This design comes from an exercise in tuning for small area on the open sky130 flow, not from production work. In this exercise RTL edits were held to simulation tests only and were not proved equivalent to the original. The clock port is modelled as an ideal driver; clocking choices that lean on that would not hold on a real chip. Power is estimated from default activity; no workload was simulated.

==> flow/design.v (excerpt) <==
module Seven_Segment(
    input CLK,
    input rst,
    input switch_up,
    input switch_clear,
    input switch_stop,
    output [7:0] SEG,
    output [3:0] DIGIT,
    output reg [23:0] io_led
    );
export LEC_CHECK = 0
export ABC_AREA = 1
export CAP_MARGIN = 20
export CORE_MARGIN = 2
export CORE_UTILIZATION = 40
export GPL_TIMING_DRIVEN = 0
export PLACE_DENSITY = 0.85
export SLEW_MARGIN = 20
create_clock -name core_clock -period 5.0 [get_ports {CLK}]
standard.sh (not shown) runs the stock make flow with config.mk's settings and CLKGATE_MAP_FILE= SYNTH_SCRIPT=/design/flow/synth_recipe.tcl, a recipe that flattens the netlist after the stock synthesis.
==> flow/flow/run.sh <==
#!/bin/bash
# Layout flow.
#  1. the standard synthesis (the reference for register names and cells).
#  2. The same ORFS synthesis again in a second work folder, with a stronger
#     ABC area script and without the adder cells; it is used only if its
#     registers (names and cells) are exactly the standard synthesis's.
#  3. The standard ORFS flow from floorplan on, with minimum-size port
#     buffers and a clock tree of small clock buffers; after CTS the
#     buffers whose flip-flop clock pins see too much slew are upsized
#     (post_cts.tcl).
set -euo pipefail
W=$PWD
R=$W/orfs/results/$FLOW_PLATFORM/Seven_Segment/base
R2=$W/orfs_my/results/$FLOW_PLATFORM/Seven_Segment/base

bash standard.sh synth > $W/synth_std.log 2>&1
cp $R/1_2_yosys.v $W/netlist_std.v

rm -rf $W/myscripts
cp -r $FLOW_HOME/scripts $W/myscripts
cp $W/flow/area.abc $W/myscripts/abc_area.script
if bash standard.sh WORK_HOME=$W/orfs_my SCRIPTS_DIR=$W/myscripts ADDER_MAP_FILE= ABC_AREA=1 synth > $W/synth_my.log 2>&1 \
   && python3 $W/flow/regs.py $W/netlist_std.v $R2/1_2_yosys.v > $W/regs_check.log 2>&1; then
  echo "using own synthesis" >> $W/regs_check.log
  cp $R2/1_2_yosys.v $W/netlist_my.v
  cp $W/netlist_my.v $R/1_2_yosys.v
  rm -f $R/1_synth.odb $R/1_synth.sdc
else
  echo "using standard synthesis" >> $W/regs_check.log
fi

export BUFFER_PORTS_ARGS="-buffer_cell sky130_fd_sc_hd__buf_1"
export CTS_ARGS="${CTS_ARGS_OVERRIDE:--sink_clustering_enable -repair_clock_nets -dont_use_dummy_load -sink_clustering_size 10 -sink_clustering_max_diameter 30 -buf_list sky130_fd_sc_hd__clkbuf_4}"
export POST_CTS_TCL=$W/flow/post_cts.tcl
bash standard.sh > $W/layout.log 2>&1
==> flow/flow/post_cts.tcl <==
set clk_slew_target 0.115
proc clk_sink_worst {} {
  set worst 0
  set wpin ""
  foreach pin [get_pins -of_objects [all_registers] -filter "is_clock==1"] {
    set s [get_property $pin slew_max]
    if { $s > $worst } { set worst $s; set wpin $pin }
  }
  return [list $worst $wpin]
}
proc pin_driver { pin } {
  set net [get_nets -of_objects $pin]
  foreach p [get_pins -of_objects $net -filter "direction==output"] {
    return [get_cells -of_objects $p]
  }
  return ""
}
set upsized 0
for { set i 0 } { $i < 20 } { incr i } {
  estimate_parasitics -placement
  lassign [clk_sink_worst] worst wpin
  puts "clock-pin slew: worst [format %.4f $worst] at [get_full_name $wpin]"
  if { $worst <= $clk_slew_target } { break }
  set drv [pin_driver $wpin]
  if { $drv == "" } { break }
  set ref [get_property $drv ref_name]
  if { $ref == "sky130_fd_sc_hd__clkbuf_4" } {
    set new sky130_fd_sc_hd__clkbuf_8
  } elseif { $ref == "sky130_fd_sc_hd__clkbuf_8" } {
    set new sky130_fd_sc_hd__clkbuf_16
  } else {
    break
  }
  puts "upsizing [get_full_name $drv] $ref -> $new"
  replace_cell $drv $new
  incr upsized
}
if { $upsized > 0 } {
  detailed_placement
  check_placement -verbose
  estimate_parasitics -placement
  lassign [clk_sink_worst] worst wpin
  puts "clock-pin slew after upsizing: worst [format %.4f $worst]"
}
Other scripts of this flow, unchanged in this note and not shown: flow/flow/area.abc, flow/flow/regs.py
The baseline completed without violations.
Then changed:
CORE_UTILIZATION = 60   (was 40)
The new run produced a clean layout.
Clock-buffer cell count stays the same.
Via count went up by about 0.35%.
Cell area went down by 0.54%.
Wire length went down by about 3.2%.
Power went up by about 0.8%.
Non-clock buffer count went up by 1.
Setup slack is better by 0.021 ns.
Global-route usage went up by 6.0 points.
Combinational power went down by about 0.5%.
Then changed:
CORE_UTILIZATION = 40   (was 60)
PLACE_DENSITY = 0.65   (was 0.85)
Die area came out higher by about 50%.
Clock power came out higher by about 9%.
Count of clock-buffer cells in the layout does not change.
Flip-flop and latch count is unchanged.
Wire length came out lower by 2.6%.
Setup slack loses 0.010 ns.
Total power came out higher by 2.3%.
Hold slack loses 0.0099 ns.
Global-route usage came out lower by 7.1 points.
Design area came out higher by about 0.9%.
Then changed:
--- a/flow/flow/post_cts.tcl
+++ b/flow/flow/post_cts.tcl
@@ -1,2 +1,2 @@
-set clk_slew_target 0.115
+set clk_slew_target 0.105
 proc clk_sink_worst {} {
PLACE_DENSITY = 0.85   (was 0.65)
Outcome: Hold slack barely changes; worst setup slack loses 0.025 ns; wire length grows by a few percent; global-route usage grows by 1.1 points; total power shrinks slightly; sequential share of layout area stays flat.


Another version of the RTL of Seven_Segment (not shown whole).
For scale: ~400 cells after synthesis, about 41 I/O pins, about 3600 sq um of cells after synthesis.
==> flow/config.mk <==
export PLATFORM = sky130hd
export DESIGN_NAME = Seven_Segment
export DESIGN_NICKNAME = Seven_Segment
export VERILOG_FILES = /design/flow/design.v
export SDC_FILE = /design/flow/constraint.sdc
export NUM_CORES = 4
export LEC_CHECK = 0
export ABC_AREA = 1
export CAP_MARGIN = 20
export CORE_MARGIN = 2
export CORE_UTILIZATION = 40
export GPL_TIMING_DRIVEN = 0
export SLEW_MARGIN = 20
==> flow/constraint.sdc <==
create_clock -name core_clock -period 5.0 [get_ports {CLK}]
set_input_delay 1.0000 -clock core_clock [delete_from_list [all_inputs] [get_ports {CLK}]]
set_output_delay 1.0000 -clock core_clock [all_outputs]
set_load 0.01 [all_outputs]
==> flow/flow/run.sh <==
#!/bin/bash
# Layout flow.
#  1. the standard synthesis (the reference for register names and cells).
#  2. The same ORFS synthesis again in a second work folder, with a stronger
#     ABC area script and without the adder cells; it is used only if its
#     registers (names and cells) are exactly the standard synthesis's.
#  3. The standard ORFS flow from floorplan on, with minimum-size port
#     buffers and a clock tree of small clock buffers.
set -euo pipefail
W=$PWD
R=$W/orfs/results/$FLOW_PLATFORM/Seven_Segment/base
R2=$W/orfs_my/results/$FLOW_PLATFORM/Seven_Segment/base

bash standard.sh synth > $W/synth_std.log 2>&1
cp $R/1_2_yosys.v $W/netlist_std.v

rm -rf $W/myscripts
cp -r $FLOW_HOME/scripts $W/myscripts
cp $W/flow/area.abc $W/myscripts/abc_area.script
if bash standard.sh WORK_HOME=$W/orfs_my SCRIPTS_DIR=$W/myscripts ADDER_MAP_FILE= ABC_AREA=1 synth > $W/synth_my.log 2>&1 \
   && python3 $W/flow/regs.py $W/netlist_std.v $R2/1_2_yosys.v > $W/regs_check.log 2>&1; then
  echo "using own synthesis" >> $W/regs_check.log
  cp $R2/1_2_yosys.v $W/netlist_my.v
  cp $W/netlist_my.v $R/1_2_yosys.v
  rm -f $R/1_synth.odb $R/1_synth.sdc
else
  echo "using standard synthesis" >> $W/regs_check.log
fi

export BUFFER_PORTS_ARGS="-buffer_cell sky130_fd_sc_hd__buf_1"
export CTS_ARGS="${CTS_ARGS_OVERRIDE:--sink_clustering_enable -repair_clock_nets -dont_use_dummy_load -buf_list {sky130_fd_sc_hd__clkbuf_4 sky130_fd_sc_hd__clkbuf_8}}"
bash standard.sh > $W/layout.log 2>&1
==> flow/flow/area.abc <==
strash
dc2
balance; rewrite; refactor; balance; rewrite; rewrite -z; balance; refactor -z; rewrite -z; balance
&get -n
&dch -f
&nf -p -R 1000
&put
strash
dc2
balance; rewrite; refactor; balance; rewrite; rewrite -z; balance; refactor -z; rewrite -z; balance
&get -n
&dch -f
&nf -p -R 1000
&put
topo
==> flow/flow/regs.py <==
# regs.py A.v B.v: exit 0 if both netlists hold the same registers (instance name and cell)
import re, sys
def regs(f):
    t = open(f).read()
    return sorted(re.findall(r'^\s*(sky130_fd_sc_hd__(?:df|edf|sdf|dl)\w+)\s+(\S+)\s*\(', t, re.M))
a = regs(sys.argv[1]); b = regs(sys.argv[2])
print(len(a), len(b), 'same' if a == b else 'different')
sys.exit(0 if a == b and len(a) > 0 else 1)
The baseline completed without violations.
Edit:
--- a/flow/flow/run.sh
+++ b/flow/flow/run.sh
@@ -30,3 +30,3 @@
 export BUFFER_PORTS_ARGS="-buffer_cell sky130_fd_sc_hd__buf_1"
-export CTS_ARGS="${CTS_ARGS_OVERRIDE:--sink_clustering_enable -repair_clock_nets -dont_use_dummy_load -buf_list {sky130_fd_sc_hd__clkbuf_4 sky130_fd_sc_hd__clkbuf_8}}"
+export CTS_ARGS="${CTS_ARGS_OVERRIDE:--sink_clustering_enable -repair_clock_nets -dont_use_dummy_load -buf_list sky130_fd_sc_hd__clkbuf_8}"
 bash standard.sh > $W/layout.log 2>&1
=>
- The changed run finished clean
- routed wire length stays the same
- utilization is unchanged
- design area stays the same
- hold slack is unchanged
- area after synthesis is unchanged

## re-timing with driven ports
In the flow no input, the clock included, has a driving cell. The finished layouts below were timed again as built, in two steps.
Step 1 sets driving cells, clkbuf_16 on the clock port and buf_2 on the other inputs (assumed; they add their load-dependent delay and slew).
Step 2, shift: input delay + t, output delay - t, t = (earliest + latest rising clock arrival at the registers) / 2. This alone moves slack from input paths to output paths.
a / b / c = ideal / step 1 / step 2; a / b = the first two.
run	shift t [ns]	setup slack, ns	latest minus earliest clock arrival (ns)	worst slew at a driven data input, ns	cell pins on the clock port's net
the first run of note 1	0.417	0.576 / 0.576 / 0.576	0.031 / 0.031	0.03	1
the second run of note 1	0.433	0.597 / 0.597 / 0.597	0.027 / 0.027	0.03	1
the third run of note 1	0.444	0.587 / 0.587 / 0.587	0.022 / 0.022	0.03	1
the fourth run of note 1	0.423	0.561 / 0.561 / 0.561	0.031 / 0.031	0.03	1
the first run of note 2	0.364	0.542 / 0.542 / 0.542	0.020 / 0.021	0.03	1
the second run of note 2	0.364	0.542 / 0.542 / 0.542	0.020 / 0.021	0.03	1
After both steps every run listed still meets setup and hold.
